Background: an optimization exercise with open tools, aiming at small area. Do not read the settings as production practice.
Function not checked in this run: the RTL went through the layout flow alone.

===== design/flow/config.mk =====
export PLATFORM = sky130hd
export DESIGN_NAME = systolic_pe_array
export DESIGN_NICKNAME = systolic_pe_array
export VERILOG_FILES = /design/flow/design.v
export SDC_FILE = /design/flow/constraint.sdc
export NUM_CORES = 4
export LEC_CHECK = 0
export CAP_MARGIN = 20
export CORE_MARGIN = 2
export CORE_UTILIZATION = 40
export SLEW_MARGIN = 20

===== design/flow/constraint.sdc =====
create_clock -name core_clock -period 5.5 [get_ports {clk}]
set_input_delay 1.1000 -clock core_clock [delete_from_list [all_inputs] [get_ports {clk}]]
set_output_delay 1.1000 -clock core_clock [all_outputs]
set_load 0.01 [all_outputs]

===== design/flow/design.v =====
`timescale 1ns / 1ps
module mac_unit(clk,rst,load_wght,ifmap_in,wght_in,psum_in,ifmap_out,wght_out,psum_out);
parameter wd=8,in=4,fi=3;
input clk,rst,load_wght;
input signed [wd-1:0] ifmap_in,wght_in;
input signed [2*wd-1:0] psum_in;
output signed [wd-1:0] ifmap_out,wght_out;
output signed [2*wd-1:0] psum_out;
reg signed [2*wd-1:0] psum_out;
reg signed [wd-1:0] ifmap_r,wght_r;
wire signed [2*wd-1:0] mulout,psum;
wire signed [2*wd:0] addout;
always @(posedge clk or posedge rst) 
begin
    if (rst) 
    begin
        ifmap_r<={wd{1'd0}};  
        wght_r<={wd{1'd0}};  
        psum_out<={(2*wd-1){1'd0}};  
    end 
    else 
    begin
        ifmap_r<=ifmap_in;
        psum_out<=psum;
        if (load_wght) 
        begin
            wght_r<=wght_in;
        end 
        else 
        begin
            wght_r<=wght_r;
        end
    end
end
assign mulout=ifmap_r*wght_r;
assign addout={psum_in[2*wd-1],psum_in}+{mulout[2*wd-1],mulout};
assign psum=addout[2*wd-1:0];
assign ifmap_out=ifmap_r;
assign wght_out=wght_r;
endmodule
`timescale 1ns / 1ps
module tilting_registers(clk,rst,D0_in,D1_in,D2_in,D3_in,D4_in,D5_in,D6_in,D7_in,D0_out,D1_out,D2_out,D3_out,D4_out,D5_out,D6_out,D7_out);
parameter wl=8;
input clk,rst;
input [wl-1:0] D0_in,D1_in,D2_in,D3_in,D4_in,D5_in,D6_in,D7_in;
output [wl-1:0] D0_out,D1_out,D2_out,D3_out,D4_out,D5_out,D6_out,D7_out;
reg [wl-1:0] D1R0;
reg [wl-1:0] D2R0,D2R1;
reg [wl-1:0] D3R0,D3R1,D3R2;
reg [wl-1:0] D4R0,D4R1,D4R2,D4R3;
reg [wl-1:0] D5R0,D5R1,D5R2,D5R3,D5R4;
reg [wl-1:0] D6R0,D6R1,D6R2,D6R3,D6R4,D6R5;
reg [wl-1:0] D7R0,D7R1,D7R2,D7R3,D7R4,D7R5,D7R6;
always @(posedge clk or posedge rst) 
begin
    if (rst) 
    begin
        D1R0<={wl{1'b0}};
        D2R0<={wl{1'b0}};
        D2R1<={wl{1'b0}};
        D3R0<={wl{1'b0}};
        D3R1<={wl{1'b0}};
        D3R2<={wl{1'b0}};
        D4R0<={wl{1'b0}};
        D4R1<={wl{1'b0}};
        D4R2<={wl{1'b0}};
        D4R3<={wl{1'b0}};
        D5R0<={wl{1'b0}};
        D5R1<={wl{1'b0}};
        D5R2<={wl{1'b0}};
        D5R3<={wl{1'b0}};
        D5R4<={wl{1'b0}};
        D6R0<={wl{1'b0}};
        D6R1<={wl{1'b0}};
        D6R2<={wl{1'b0}};
        D6R3<={wl{1'b0}};
        D6R4<={wl{1'b0}};
        D6R5<={wl{1'b0}};
        D7R0<={wl{1'b0}};
        D7R1<={wl{1'b0}};
        D7R2<={wl{1'b0}};
        D7R3<={wl{1'b0}};
        D7R4<={wl{1'b0}};
        D7R5<={wl{1'b0}};
        D7R6<={wl{1'b0}};
    end 
    else 
    begin
        D1R0<=D1_in;
        D2R0<=D2_in;
        D2R1<=D2R0;
        D3R0<=D3_in;
        D3R1<=D3R0;
        D3R2<=D3R1;
        D4R0<=D4_in;
        D4R1<=D4R0;
        D4R2<=D4R1;
        D4R3<=D4R2;
        D5R0<=D5_in;
        D5R1<=D5R0;
        D5R2<=D5R1;
        D5R3<=D5R2;
        D5R4<=D5R3;
        D6R0<=D6_in;
        D6R1<=D6R0;
        D6R2<=D6R1;
        D6R3<=D6R2;
        D6R4<=D6R3;
        D6R5<=D6R4;
        D7R0<=D7_in;
        D7R1<=D7R0;
        D7R2<=D7R1;
        D7R3<=D7R2;
        D7R4<=D7R3;
        D7R5<=D7R4;
        D7R6<=D7R5;
    end
end
assign D0_out=D0_in;
assign D1_out=D1R0;
assign D2_out=D2R1;
assign D3_out=D3R2;
assign D4_out=D4R3;
assign D5_out=D5R4;
assign D6_out=D6R5;
assign D7_out=D7R6;
endmodule
`timescale 1ns / 1ps
module systolic_pe_array(clk,rst,load_wght,ifmap0,ifmap1,ifmap2,ifmap3,ifmap4,ifmap5,ifmap6,ifmap7,wght0,wght1,wght2,wght3,wght4,wght5,wght6,wght7,sum_in0,sum_in1,sum_in2,sum_in3,sum_in4,sum_in5,sum_in6,sum_in7,accum0,accum1,accum2,accum3,accum4,accum5,accum6,accum7);
parameter wd=8,in=4,fi=3;
input clk,rst,load_wght;
input signed [wd-1:0] ifmap0,ifmap1,ifmap2,ifmap3,ifmap4,ifmap5,ifmap6,ifmap7;
input signed [wd-1:0] wght0,wght1,wght2,wght3,wght4,wght5,wght6,wght7;
input signed [2*wd-1:0] sum_in0,sum_in1,sum_in2,sum_in3,sum_in4,sum_in5,sum_in6,sum_in7;
output signed [2*wd-1:0] accum0,accum1,accum2,accum3,accum4,accum5,accum6,accum7;
wire signed [wd-1:0] ifmap_tl0,ifmap_tl1,ifmap_tl2,ifmap_tl3,ifmap_tl4,ifmap_tl5,ifmap_tl6,ifmap_tl7;
wire signed [wd-1:0] ifmap_w00,ifmap_w01,ifmap_w02,ifmap_w03,ifmap_w04,ifmap_w05,ifmap_w06,ifmap_w07;
wire signed [wd-1:0] ifmap_w10,ifmap_w11,ifmap_w12,ifmap_w13,ifmap_w14,ifmap_w15,ifmap_w16,ifmap_w17;
wire signed [wd-1:0] ifmap_w20,ifmap_w21,ifmap_w22,ifmap_w23,ifmap_w24,ifmap_w25,ifmap_w26,ifmap_w27;
wire signed [wd-1:0] ifmap_w30,ifmap_w31,ifmap_w32,ifmap_w33,ifmap_w34,ifmap_w35,ifmap_w36,ifmap_w37;
wire signed [wd-1:0] ifmap_w40,ifmap_w41,ifmap_w42,ifmap_w43,ifmap_w44,ifmap_w45,ifmap_w46,ifmap_w47;
wire signed [wd-1:0] ifmap_w50,ifmap_w51,ifmap_w52,ifmap_w53,ifmap_w54,ifmap_w55,ifmap_w56,ifmap_w57;
wire signed [wd-1:0] ifmap_w60,ifmap_w61,ifmap_w62,ifmap_w63,ifmap_w64,ifmap_w65,ifmap_w66,ifmap_w67;
wire signed [wd-1:0] ifmap_w70,ifmap_w71,ifmap_w72,ifmap_w73,ifmap_w74,ifmap_w75,ifmap_w76,ifmap_w77;
wire signed [wd-1:0] wght_w00,wght_w01,wght_w02,wght_w03,wght_w04,wght_w05,wght_w06,wght_w07;
wire signed [wd-1:0] wght_w10,wght_w11,wght_w12,wght_w13,wght_w14,wght_w15,wght_w16,wght_w17;
wire signed [wd-1:0] wght_w20,wght_w21,wght_w22,wght_w23,wght_w24,wght_w25,wght_w26,wght_w27;
wire signed [wd-1:0] wght_w30,wght_w31,wght_w32,wght_w33,wght_w34,wght_w35,wght_w36,wght_w37;
wire signed [wd-1:0] wght_w40,wght_w41,wght_w42,wght_w43,wght_w44,wght_w45,wght_w46,wght_w47;
wire signed [wd-1:0] wght_w50,wght_w51,wght_w52,wght_w53,wght_w54,wght_w55,wght_w56,wght_w57;
wire signed [wd-1:0] wght_w60,wght_w61,wght_w62,wght_w63,wght_w64,wght_w65,wght_w66,wght_w67;
wire signed [wd-1:0] wght_w70,wght_w71,wght_w72,wght_w73,wght_w74,wght_w75,wght_w76,wght_w77;
wire signed [2*wd-1:0] psum_tl0,psum_tl1,psum_tl2,psum_tl3,psum_tl4,psum_tl5,psum_tl6,psum_tl7;
reg signed [2*wd-1:0] psum_bf0,psum_bf1,psum_bf2,psum_bf3,psum_bf4,psum_bf5,psum_bf6,psum_bf7;
wire signed [2*wd-1:0] psum_w00,psum_w01,psum_w02,psum_w03,psum_w04,psum_w05,psum_w06,psum_w07;
wire signed [2*wd-1:0] psum_w10,psum_w11,psum_w12,psum_w13,psum_w14,psum_w15,psum_w16,psum_w17;
wire signed [2*wd-1:0] psum_w20,psum_w21,psum_w22,psum_w23,psum_w24,psum_w25,psum_w26,psum_w27;
wire signed [2*wd-1:0] psum_w30,psum_w31,psum_w32,psum_w33,psum_w34,psum_w35,psum_w36,psum_w37;
wire signed [2*wd-1:0] psum_w40,psum_w41,psum_w42,psum_w43,psum_w44,psum_w45,psum_w46,psum_w47;
wire signed [2*wd-1:0] psum_w50,psum_w51,psum_w52,psum_w53,psum_w54,psum_w55,psum_w56,psum_w57;
wire signed [2*wd-1:0] psum_w60,psum_w61,psum_w62,psum_w63,psum_w64,psum_w65,psum_w66,psum_w67;
wire signed [2*wd-1:0] psum_w70,psum_w71,psum_w72,psum_w73,psum_w74,psum_w75,psum_w76,psum_w77;
mac_unit mac00(.clk(clk),.rst(rst),.load_wght(load_wght),.ifmap_in(ifmap_tl0),.wght_in(wght0),   .psum_in(psum_bf0),.ifmap_out(ifmap_w00),.wght_out(wght_w00),.psum_out(psum_w00));
mac_unit mac01(.clk(clk),.rst(rst),.load_wght(load_wght),.ifmap_in(ifmap_tl1),.wght_in(wght_w00),.psum_in(psum_w00),.ifmap_out(ifmap_w01),.wght_out(wght_w01),.psum_out(psum_w01));
mac_unit mac02(.clk(clk),.rst(rst),.load_wght(load_wght),.ifmap_in(ifmap_tl2),.wght_in(wght_w01),.psum_in(psum_w01),.ifmap_out(ifmap_w02),.wght_out(wght_w02),.psum_out(psum_w02));
mac_unit mac03(.clk(clk),.rst(rst),.load_wght(load_wght),.ifmap_in(ifmap_tl3),.wght_in(wght_w02),.psum_in(psum_w02),.ifmap_out(ifmap_w03),.wght_out(wght_w03),.psum_out(psum_w03));
mac_unit mac04(.clk(clk),.rst(rst),.load_wght(load_wght),.ifmap_in(ifmap_tl4),.wght_in(wght_w03),.psum_in(psum_w03),.ifmap_out(ifmap_w04),.wght_out(wght_w04),.psum_out(psum_w04));
mac_unit mac05(.clk(clk),.rst(rst),.load_wght(load_wght),.ifmap_in(ifmap_tl5),.wght_in(wght_w04),.psum_in(psum_w04),.ifmap_out(ifmap_w05),.wght_out(wght_w05),.psum_out(psum_w05));
mac_unit mac06(.clk(clk),.rst(rst),.load_wght(load_wght),.ifmap_in(ifmap_tl6),.wght_in(wght_w05),.psum_in(psum_w05),.ifmap_out(ifmap_w06),.wght_out(wght_w06),.psum_out(psum_w06));
mac_unit mac07(.clk(clk),.rst(rst),.load_wght(load_wght),.ifmap_in(ifmap_tl7),.wght_in(wght_w06),.psum_in(psum_w06),.ifmap_out(ifmap_w07),.wght_out(wght_w07),.psum_out(psum_w07));
mac_unit mac10(.clk(clk),.rst(rst),.load_wght(load_wght),.ifmap_in(ifmap_w00),.wght_in(wght1),   .psum_in(psum_bf1),.ifmap_out(ifmap_w10),.wght_out(wght_w10),.psum_out(psum_w10));
mac_unit mac11(.clk(clk),.rst(rst),.load_wght(load_wght),.ifmap_in(ifmap_w01),.wght_in(wght_w10),.psum_in(psum_w10),.ifmap_out(ifmap_w11),.wght_out(wght_w11),.psum_out(psum_w11));
mac_unit mac12(.clk(clk),.rst(rst),.load_wght(load_wght),.ifmap_in(ifmap_w02),.wght_in(wght_w11),.psum_in(psum_w11),.ifmap_out(ifmap_w12),.wght_out(wght_w12),.psum_out(psum_w12));
mac_unit mac13(.clk(clk),.rst(rst),.load_wght(load_wght),.ifmap_in(ifmap_w03),.wght_in(wght_w12),.psum_in(psum_w12),.ifmap_out(ifmap_w13),.wght_out(wght_w13),.psum_out(psum_w13));
mac_unit mac14(.clk(clk),.rst(rst),.load_wght(load_wght),.ifmap_in(ifmap_w04),.wght_in(wght_w13),.psum_in(psum_w13),.ifmap_out(ifmap_w14),.wght_out(wght_w14),.psum_out(psum_w14));
mac_unit mac15(.clk(clk),.rst(rst),.load_wght(load_wght),.ifmap_in(ifmap_w05),.wght_in(wght_w14),.psum_in(psum_w14),.ifmap_out(ifmap_w15),.wght_out(wght_w15),.psum_out(psum_w15));
mac_unit mac16(.clk(clk),.rst(rst),.load_wght(load_wght),.ifmap_in(ifmap_w06),.wght_in(wght_w15),.psum_in(psum_w15),.ifmap_out(ifmap_w16),.wght_out(wght_w16),.psum_out(psum_w16));
mac_unit mac17(.clk(clk),.rst(rst),.load_wght(load_wght),.ifmap_in(ifmap_w07),.wght_in(wght_w16),.psum_in(psum_w16),.ifmap_out(ifmap_w17),.wght_out(wght_w17),.psum_out(psum_w17));
mac_unit mac20(.clk(clk),.rst(rst),.load_wght(load_wght),.ifmap_in(ifmap_w10),.wght_in(wght2),   .psum_in(psum_bf2),.ifmap_out(ifmap_w20),.wght_out(wght_w20),.psum_out(psum_w20));
mac_unit mac21(.clk(clk),.rst(rst),.load_wght(load_wght),.ifmap_in(ifmap_w11),.wght_in(wght_w20),.psum_in(psum_w20),.ifmap_out(ifmap_w21),.wght_out(wght_w21),.psum_out(psum_w21));
mac_unit mac22(.clk(clk),.rst(rst),.load_wght(load_wght),.ifmap_in(ifmap_w12),.wght_in(wght_w21),.psum_in(psum_w21),.ifmap_out(ifmap_w22),.wght_out(wght_w22),.psum_out(psum_w22));
mac_unit mac23(.clk(clk),.rst(rst),.load_wght(load_wght),.ifmap_in(ifmap_w13),.wght_in(wght_w22),.psum_in(psum_w22),.ifmap_out(ifmap_w23),.wght_out(wght_w23),.psum_out(psum_w23));
mac_unit mac24(.clk(clk),.rst(rst),.load_wght(load_wght),.ifmap_in(ifmap_w14),.wght_in(wght_w23),.psum_in(psum_w23),.ifmap_out(ifmap_w24),.wght_out(wght_w24),.psum_out(psum_w24));
mac_unit mac25(.clk(clk),.rst(rst),.load_wght(load_wght),.ifmap_in(ifmap_w15),.wght_in(wght_w24),.psum_in(psum_w24),.ifmap_out(ifmap_w25),.wght_out(wght_w25),.psum_out(psum_w25));
mac_unit mac26(.clk(clk),.rst(rst),.load_wght(load_wght),.ifmap_in(ifmap_w16),.wght_in(wght_w25),.psum_in(psum_w25),.ifmap_out(ifmap_w26),.wght_out(wght_w26),.psum_out(psum_w26));
mac_unit mac27(.clk(clk),.rst(rst),.load_wght(load_wght),.ifmap_in(ifmap_w17),.wght_in(wght_w26),.psum_in(psum_w26),.ifmap_out(ifmap_w27),.wght_out(wght_w27),.psum_out(psum_w27));
mac_unit mac30(.clk(clk),.rst(rst),.load_wght(load_wght),.ifmap_in(ifmap_w20),.wght_in(wght3),   .psum_in(psum_bf3),.ifmap_out(ifmap_w30),.wght_out(wght_w30),.psum_out(psum_w30));
mac_unit mac31(.clk(clk),.rst(rst),.load_wght(load_wght),.ifmap_in(ifmap_w21),.wght_in(wght_w30),.psum_in(psum_w30),.ifmap_out(ifmap_w31),.wght_out(wght_w31),.psum_out(psum_w31));
mac_unit mac32(.clk(clk),.rst(rst),.load_wght(load_wght),.ifmap_in(ifmap_w22),.wght_in(wght_w31),.psum_in(psum_w31),.ifmap_out(ifmap_w32),.wght_out(wght_w32),.psum_out(psum_w32));
mac_unit mac33(.clk(clk),.rst(rst),.load_wght(load_wght),.ifmap_in(ifmap_w23),.wght_in(wght_w32),.psum_in(psum_w32),.ifmap_out(ifmap_w33),.wght_out(wght_w33),.psum_out(psum_w33));
mac_unit mac34(.clk(clk),.rst(rst),.load_wght(load_wght),.ifmap_in(ifmap_w24),.wght_in(wght_w33),.psum_in(psum_w33),.ifmap_out(ifmap_w34),.wght_out(wght_w34),.psum_out(psum_w34));
mac_unit mac35(.clk(clk),.rst(rst),.load_wght(load_wght),.ifmap_in(ifmap_w25),.wght_in(wght_w34),.psum_in(psum_w34),.ifmap_out(ifmap_w35),.wght_out(wght_w35),.psum_out(psum_w35));
mac_unit mac36(.clk(clk),.rst(rst),.load_wght(load_wght),.ifmap_in(ifmap_w26),.wght_in(wght_w35),.psum_in(psum_w35),.ifmap_out(ifmap_w36),.wght_out(wght_w36),.psum_out(psum_w36));
mac_unit mac37(.clk(clk),.rst(rst),.load_wght(load_wght),.ifmap_in(ifmap_w27),.wght_in(wght_w36),.psum_in(psum_w36),.ifmap_out(ifmap_w37),.wght_out(wght_w37),.psum_out(psum_w37));
mac_unit mac40(.clk(clk),.rst(rst),.load_wght(load_wght),.ifmap_in(ifmap_w30),.wght_in(wght4),   .psum_in(psum_bf4),.ifmap_out(ifmap_w40),.wght_out(wght_w40),.psum_out(psum_w40));
mac_unit mac41(.clk(clk),.rst(rst),.load_wght(load_wght),.ifmap_in(ifmap_w31),.wght_in(wght_w40),.psum_in(psum_w40),.ifmap_out(ifmap_w41),.wght_out(wght_w41),.psum_out(psum_w41));
mac_unit mac42(.clk(clk),.rst(rst),.load_wght(load_wght),.ifmap_in(ifmap_w32),.wght_in(wght_w41),.psum_in(psum_w41),.ifmap_out(ifmap_w42),.wght_out(wght_w42),.psum_out(psum_w42));
mac_unit mac43(.clk(clk),.rst(rst),.load_wght(load_wght),.ifmap_in(ifmap_w33),.wght_in(wght_w42),.psum_in(psum_w42),.ifmap_out(ifmap_w43),.wght_out(wght_w43),.psum_out(psum_w43));
mac_unit mac44(.clk(clk),.rst(rst),.load_wght(load_wght),.ifmap_in(ifmap_w34),.wght_in(wght_w43),.psum_in(psum_w43),.ifmap_out(ifmap_w44),.wght_out(wght_w44),.psum_out(psum_w44));
mac_unit mac45(.clk(clk),.rst(rst),.load_wght(load_wght),.ifmap_in(ifmap_w35),.wght_in(wght_w44),.psum_in(psum_w44),.ifmap_out(ifmap_w45),.wght_out(wght_w45),.psum_out(psum_w45));
mac_unit mac46(.clk(clk),.rst(rst),.load_wght(load_wght),.ifmap_in(ifmap_w36),.wght_in(wght_w45),.psum_in(psum_w45),.ifmap_out(ifmap_w46),.wght_out(wght_w46),.psum_out(psum_w46));
mac_unit mac47(.clk(clk),.rst(rst),.load_wght(load_wght),.ifmap_in(ifmap_w37),.wght_in(wght_w46),.psum_in(psum_w46),.ifmap_out(ifmap_w47),.wght_out(wght_w47),.psum_out(psum_w47));
mac_unit mac50(.clk(clk),.rst(rst),.load_wght(load_wght),.ifmap_in(ifmap_w40),.wght_in(wght5),   .psum_in(psum_bf5),.ifmap_out(ifmap_w50),.wght_out(wght_w50),.psum_out(psum_w50));
mac_unit mac51(.clk(clk),.rst(rst),.load_wght(load_wght),.ifmap_in(ifmap_w41),.wght_in(wght_w50),.psum_in(psum_w50),.ifmap_out(ifmap_w51),.wght_out(wght_w51),.psum_out(psum_w51));
mac_unit mac52(.clk(clk),.rst(rst),.load_wght(load_wght),.ifmap_in(ifmap_w42),.wght_in(wght_w51),.psum_in(psum_w51),.ifmap_out(ifmap_w52),.wght_out(wght_w52),.psum_out(psum_w52));
mac_unit mac53(.clk(clk),.rst(rst),.load_wght(load_wght),.ifmap_in(ifmap_w43),.wght_in(wght_w52),.psum_in(psum_w52),.ifmap_out(ifmap_w53),.wght_out(wght_w53),.psum_out(psum_w53));
mac_unit mac54(.clk(clk),.rst(rst),.load_wght(load_wght),.ifmap_in(ifmap_w44),.wght_in(wght_w53),.psum_in(psum_w53),.ifmap_out(ifmap_w54),.wght_out(wght_w54),.psum_out(psum_w54));
mac_unit mac55(.clk(clk),.rst(rst),.load_wght(load_wght),.ifmap_in(ifmap_w45),.wght_in(wght_w54),.psum_in(psum_w54),.ifmap_out(ifmap_w55),.wght_out(wght_w55),.psum_out(psum_w55));
mac_unit mac56(.clk(clk),.rst(rst),.load_wght(load_wght),.ifmap_in(ifmap_w46),.wght_in(wght_w55),.psum_in(psum_w55),.ifmap_out(ifmap_w56),.wght_out(wght_w56),.psum_out(psum_w56));
mac_unit mac57(.clk(clk),.rst(rst),.load_wght(load_wght),.ifmap_in(ifmap_w47),.wght_in(wght_w56),.psum_in(psum_w56),.ifmap_out(ifmap_w57),.wght_out(wght_w57),.psum_out(psum_w57));
mac_unit mac60(.clk(clk),.rst(rst),.load_wght(load_wght),.ifmap_in(ifmap_w50),.wght_in(wght6),   .psum_in(psum_bf6),.ifmap_out(ifmap_w60),.wght_out(wght_w60),.psum_out(psum_w60));
mac_unit mac61(.clk(clk),.rst(rst),.load_wght(load_wght),.ifmap_in(ifmap_w51),.wght_in(wght_w60),.psum_in(psum_w60),.ifmap_out(ifmap_w61),.wght_out(wght_w61),.psum_out(psum_w61));
mac_unit mac62(.clk(clk),.rst(rst),.load_wght(load_wght),.ifmap_in(ifmap_w52),.wght_in(wght_w61),.psum_in(psum_w61),.ifmap_out(ifmap_w62),.wght_out(wght_w62),.psum_out(psum_w62));
mac_unit mac63(.clk(clk),.rst(rst),.load_wght(load_wght),.ifmap_in(ifmap_w53),.wght_in(wght_w62),.psum_in(psum_w62),.ifmap_out(ifmap_w63),.wght_out(wght_w63),.psum_out(psum_w63));
mac_unit mac64(.clk(clk),.rst(rst),.load_wght(load_wght),.ifmap_in(ifmap_w54),.wght_in(wght_w63),.psum_in(psum_w63),.ifmap_out(ifmap_w64),.wght_out(wght_w64),.psum_out(psum_w64));
mac_unit mac65(.clk(clk),.rst(rst),.load_wght(load_wght),.ifmap_in(ifmap_w55),.wght_in(wght_w64),.psum_in(psum_w64),.ifmap_out(ifmap_w65),.wght_out(wght_w65),.psum_out(psum_w65));
mac_unit mac66(.clk(clk),.rst(rst),.load_wght(load_wght),.ifmap_in(ifmap_w56),.wght_in(wght_w65),.psum_in(psum_w65),.ifmap_out(ifmap_w66),.wght_out(wght_w66),.psum_out(psum_w66));
mac_unit mac67(.clk(clk),.rst(rst),.load_wght(load_wght),.ifmap_in(ifmap_w57),.wght_in(wght_w66),.psum_in(psum_w66),.ifmap_out(ifmap_w67),.wght_out(wght_w67),.psum_out(psum_w67));
mac_unit mac70(.clk(clk),.rst(rst),.load_wght(load_wght),.ifmap_in(ifmap_w60),.wght_in(wght7),   .psum_in(psum_bf7),.ifmap_out(ifmap_w70),.wght_out(wght_w70),.psum_out(psum_w70));
mac_unit mac71(.clk(clk),.rst(rst),.load_wght(load_wght),.ifmap_in(ifmap_w61),.wght_in(wght_w70),.psum_in(psum_w70),.ifmap_out(ifmap_w71),.wght_out(wght_w71),.psum_out(psum_w71));
mac_unit mac72(.clk(clk),.rst(rst),.load_wght(load_wght),.ifmap_in(ifmap_w62),.wght_in(wght_w71),.psum_in(psum_w71),.ifmap_out(ifmap_w72),.wght_out(wght_w72),.psum_out(psum_w72));
mac_unit mac73(.clk(clk),.rst(rst),.load_wght(load_wght),.ifmap_in(ifmap_w63),.wght_in(wght_w72),.psum_in(psum_w72),.ifmap_out(ifmap_w73),.wght_out(wght_w73),.psum_out(psum_w73));
mac_unit mac74(.clk(clk),.rst(rst),.load_wght(load_wght),.ifmap_in(ifmap_w64),.wght_in(wght_w73),.psum_in(psum_w73),.ifmap_out(ifmap_w74),.wght_out(wght_w74),.psum_out(psum_w74));
mac_unit mac75(.clk(clk),.rst(rst),.load_wght(load_wght),.ifmap_in(ifmap_w65),.wght_in(wght_w74),.psum_in(psum_w74),.ifmap_out(ifmap_w75),.wght_out(wght_w75),.psum_out(psum_w75));
mac_unit mac76(.clk(clk),.rst(rst),.load_wght(load_wght),.ifmap_in(ifmap_w66),.wght_in(wght_w75),.psum_in(psum_w75),.ifmap_out(ifmap_w76),.wght_out(wght_w76),.psum_out(psum_w76));
mac_unit mac77(.clk(clk),.rst(rst),.load_wght(load_wght),.ifmap_in(ifmap_w67),.wght_in(wght_w76),.psum_in(psum_w76),.ifmap_out(ifmap_w77),.wght_out(wght_w77),.psum_out(psum_w77));
tilting_registers #(.wl(wd)) tilt_in(.clk(clk),.rst(rst),.D0_in(ifmap0),.D1_in(ifmap1),.D2_in(ifmap2),.D3_in(ifmap3),.D4_in(ifmap4),.D5_in(ifmap5),.D6_in(ifmap6),.D7_in(ifmap7),.D0_out(ifmap_tl0),.D1_out(ifmap_tl1),.D2_out(ifmap_tl2),.D3_out(ifmap_tl3),.D4_out(ifmap_tl4),.D5_out(ifmap_tl5),.D6_out(ifmap_tl6),.D7_out(ifmap_tl7));
tilting_registers #(.wl(2*wd)) tilt_out(.clk(clk),.rst(rst),.D0_in(psum_w77),.D1_in(psum_w67),.D2_in(psum_w57),.D3_in(psum_w47),.D4_in(psum_w37),.D5_in(psum_w27),.D6_in(psum_w17),.D7_in(psum_w07),.D0_out(accum7),.D1_out(accum6),.D2_out(accum5),.D3_out(accum4),.D4_out(accum3),.D5_out(accum2),.D6_out(accum1),.D7_out(accum0));
tilting_registers #(.wl(2*wd)) tilt_sumin(.clk(clk),.rst(rst),.D0_in(sum_in0),.D1_in(sum_in1),.D2_in(sum_in2),.D3_in(sum_in3),.D4_in(sum_in4),.D5_in(sum_in5),.D6_in(sum_in6),.D7_in(sum_in7),.D0_out(psum_tl0),.D1_out(psum_tl1),.D2_out(psum_tl2),.D3_out(psum_tl3),.D4_out(psum_tl4),.D5_out(psum_tl5),.D6_out(psum_tl6),.D7_out(psum_tl7));
always @(posedge clk) 
begin
    psum_bf0<=psum_tl0;
    psum_bf1<=psum_tl1;
    psum_bf2<=psum_tl2;
    psum_bf3<=psum_tl3;
    psum_bf4<=psum_tl4;
    psum_bf5<=psum_tl5;
    psum_bf6<=psum_tl6;
    psum_bf7<=psum_tl7;
end
endmodule

===== design/flow/run.sh =====
#!/bin/bash
# synth_recipe.tcl (not shown) runs the flow's synth.tcl, then flattens the netlist and writes it again
# the make line also repeats each setting of config.mk as NAME=value (left out here)
make -C /OpenROAD-flow-scripts/flow DESIGN_CONFIG=/design/flow/config.mk WORK_HOME=/design/flow/orfs CLKGATE_MAP_FILE= SYNTH_SCRIPT=/design/flow/synth_recipe.tcl finish

==> results.txt <==
==> layout by cell type (no fill, tap or decap), types with 41 or more instances in the layout <==
master           Yosys  routed
and2_1            2038    2038
ha_1              2368    2368
a211o_1             41      41
o21ai_0            257     257
dfxtp_1            128     128
xor2_1             165     165
nand2b_1           236     236
a21oi_1            354     354
nor2b_1            370     370
nand2_1           1728    1728
o21bai_1            86      86
nor2_1             332     332
inv_1             4684    4683
xnor2_1           1127    1127
o21a_1              80      80
bufinv_16            0      49
a2111oi_0           43      41
a21o_1             160     160
clkinv_2             0      51
mux2_2             562     562
dfrtp_1           3168    3168
clkdlybuf4s50_1      0     385
fa_1              4544    4544
a211oi_1            53      53
clkbuf_16            0     390
clkbuf_1           375      53
clkbuf_8             0      59
buf_4                0     291
==> critical path, delay by kind of cell (launching register included) <==
kind / cells / cell delay (ns)
fa+ha+maj: 6 / 2.71
flops: 1 / 0.46
simple gates: 1 / 0.51
buf+inv: 3 / 0.22
compound gates: 4 / 1.05
xor+xnor: 1 / 0.14
==> metrics by stage <==
step | setup WS [ns]
4_1_cts | 0.276
5_1_grt | 0.00323
3_3_place_gp | 0.359
3_5_place_dp | 0.297
2_1_floorplan | -39.70
6_report | 0.340
==> layer usage <==
metal	vias to the layer above	global-route usage	routed length (um)
met5	-	0	54
met4	8	0.0335	11200
met3	707	0.0158	14600
met2	1683	0.287	265000
met1	82230	0.214	236000
li1	71699	-	-
==> worst paths after layout <==
path / cells past startpoint / slack, ns / startpoint / end
setup / recovery: 15 / 0.34 / mac70.ifmap_r[7]$_DFF_PP0_ / mac70.psum_out[14]$_DFF_PP0_
hold / removal: 0 / 0.30 / tilt_out.D3R1[0]$_DFF_PP0_ / tilt_out.D3R2[0]$_DFF_PP0_
setup reg to reg: 15 / 0.34 / mac70.ifmap_r[7]$_DFF_PP0_ / mac70.psum_out[14]$_DFF_PP0_
hold reg to reg: 0 / 0.30 / tilt_out.D3R1[0]$_DFF_PP0_ / tilt_out.D3R2[0]$_DFF_PP0_
max in group asynchronous: 5 / 3.18 / rst / tilt_out.D7R1[14]$_DFF_PP0_
min in group asynchronous: 3 / 1.17 / rst / mac50.ifmap_r[7]$_DFF_PP0_
==> cell type report <==
type	count	share of cell area
multi-input combinational	14873	0.567
sequential	3296	0.270
inverter	4684	0.0580
tap	8997	0.0371
clock buffer	502	0.0355
timing repair buffer	709	0.0221
clock inverter	209	0.0103
antenna	3	0.0000248
==> cell families (layout without fill, tap and decap cells) <==
family | after synthesis | count (layout) | share of synthesized area
multiplexers | 563 | 563 | 0.0232
AO/OA/AOI/OAI | 1306 | 1306 | 0.0326
AND/OR/NAND/NOR | 4800 | 4800 | 0.0910
XOR/XNOR | 1292 | 1292 | 0.0415
other | 0 | 3 | 0
buffers and inverters | 5062 | 6104 | 0.0697
adder cells (fa/ha/maj) | 6912 | 6912 | 0.442
flip-flops | 3296 | 3296 | 0.300
==> what timing repair did <==
action / 4_1_cts / 5_1_grt
gates resized for setup: 0 / 2
setup endpoints to repair: 0 / 2
hold buffers: 0 / 0
==> results.txt <==
status=timing/DRC/antenna clean; Critical Path Start Type=flip-flop; Clock Sinks=3296; vias=156327; area delta synth->final=11.2%; DR vias/cell=4.70; Worst Path Required=6.46 ns; Post-synth EDFFs=0; Slew Viols, Final=0; Synth warnings=4; buffers added on ports=386; Slew Limit Headroom=0.280; Synth area leader=fa_1; register area share after synthesis=0.300; Syn Inst Count=23231; GRT Util Overall=0.161; Die X=830 um; highest net fanout along the worst path=9; Antenna Violating Nets Remaining=0; drt wl/cell=15.8 um; Fin. Hold Viols=0; worst min-delay path category=reg -> reg; worst slew pin tran=1.08 ns; Placer Congestion=0.822; crit end category=flip-flop; Starting Density=0.401; Max Cap Viol=0; Post-Syn Nets=30402; Root Driver=clkbuf_16; flop and latch count out of synthesis=3296; placed insts=32559; period utilisation layout=0.938; WHS=0.299 ns; Std-Cell Core Area=0.680 mm2; Storage cell area=0.0818 mm2; Post-synth top cells=inv_1 (4684), fa_1 (4544), dfrtp_1 (3168); clock tree from TritonCTS=yes; NumNets Final=31124; unrepaired setup endpoints after global routing=no; Clock Tree Buf Depth=4; Die ar.=0.689 mm2; fin util=0.446; share of the synthesized area in the top cell type=0.333; Syn Std Cell Area=0.273 mm2; Post-CTS Setup Bufs=0; CP cell instances=and2_1, fa_1, inv_1, fa_1, fa_1, fa_1, inv_1, fa_1, ha_1, inv_1, o21ai_0, a2111oi_0, o21bai_1, a21oi_1, xnor2_1; Max Fclk=194 MHz; Critical Path AT=6.12 ns; Netlist cell types=65; DP Wirelength=424000 um; vias in the first global route=180511; Pre-Repair DR Iteration Count=5; Num CTS Buffers=389; max incr delay on CP=0.57 ns; placed cell area=0.289 mm2; top cells by area, synth=fa_1 (33%), dfrtp_1 (29%), ha_1 (11%); gr ovfl total=0; Multi-input gate area=0.172 mm2; initial antenna violation count=17; # IOs=387; Worst-Skew Late Latency=1.05 ns; synthesized area per cell=11.7 um2; share of cells above drive strength 1=0.0673; Setup Skew=0.0835 ns; Most used DFF post-synth=dfrtp_1; iteration-0 DRC count of the detailed router=5819; CTS clk-pin slew, worst paths=0.06 ns; Site Rows=303; WL final=527000 um; TNS Setup=0 ns; first-pass GRT wire length=924000 um; Post-synth ARST share=0.961; post-route cell area=0.303 mm2; post-layout minimum cycle time=5.16 ns; largest net degree at the start of global routing=123; Die Ht=830 um; Filler Cell Count=62900; Most common cell on crit path=fa_1; H-tree depth=5; most frequent cell after synthesis=inv_1; Non-Filler Instances=33273; Worst path slowest cell=a2111oi_0; Remaining DRCs=0; Setup CP Type=reg -> reg; Setup-failing EPs final=0

## what the ideal ports hide
Ports are ideal in the flow. The routed layout listed here was re-timed in OpenROAD.
Step 1 (the two cells are an assumption about what drives the block):
set clk [get_ports {clk}]
set_driving_cell -lib_cell sky130_fd_sc_hd__clkbuf_16 $clk
set_driving_cell -lib_cell sky130_fd_sc_hd__buf_2 [delete_from_list [all_inputs] $clk]
Step 2 times the ports against the registers' clock, not the clock port: input delays grow and output delays shrink by t, the midpoint of the rising clock arrivals with the driver on.
Slacks: no drivers / after step 1 / after step 2; pairs: no drivers / after step 1.
shift t [ns]: 1.118
setup slack, ns: 0.340 / 0.340 / 0.340
worst data-port slew with drivers (ns): 0.12
After both steps setup and hold are still met in this run. For this run, drivers alone change the setup slack by 0.000 ns; drivers and shift together by 0.000 ns.
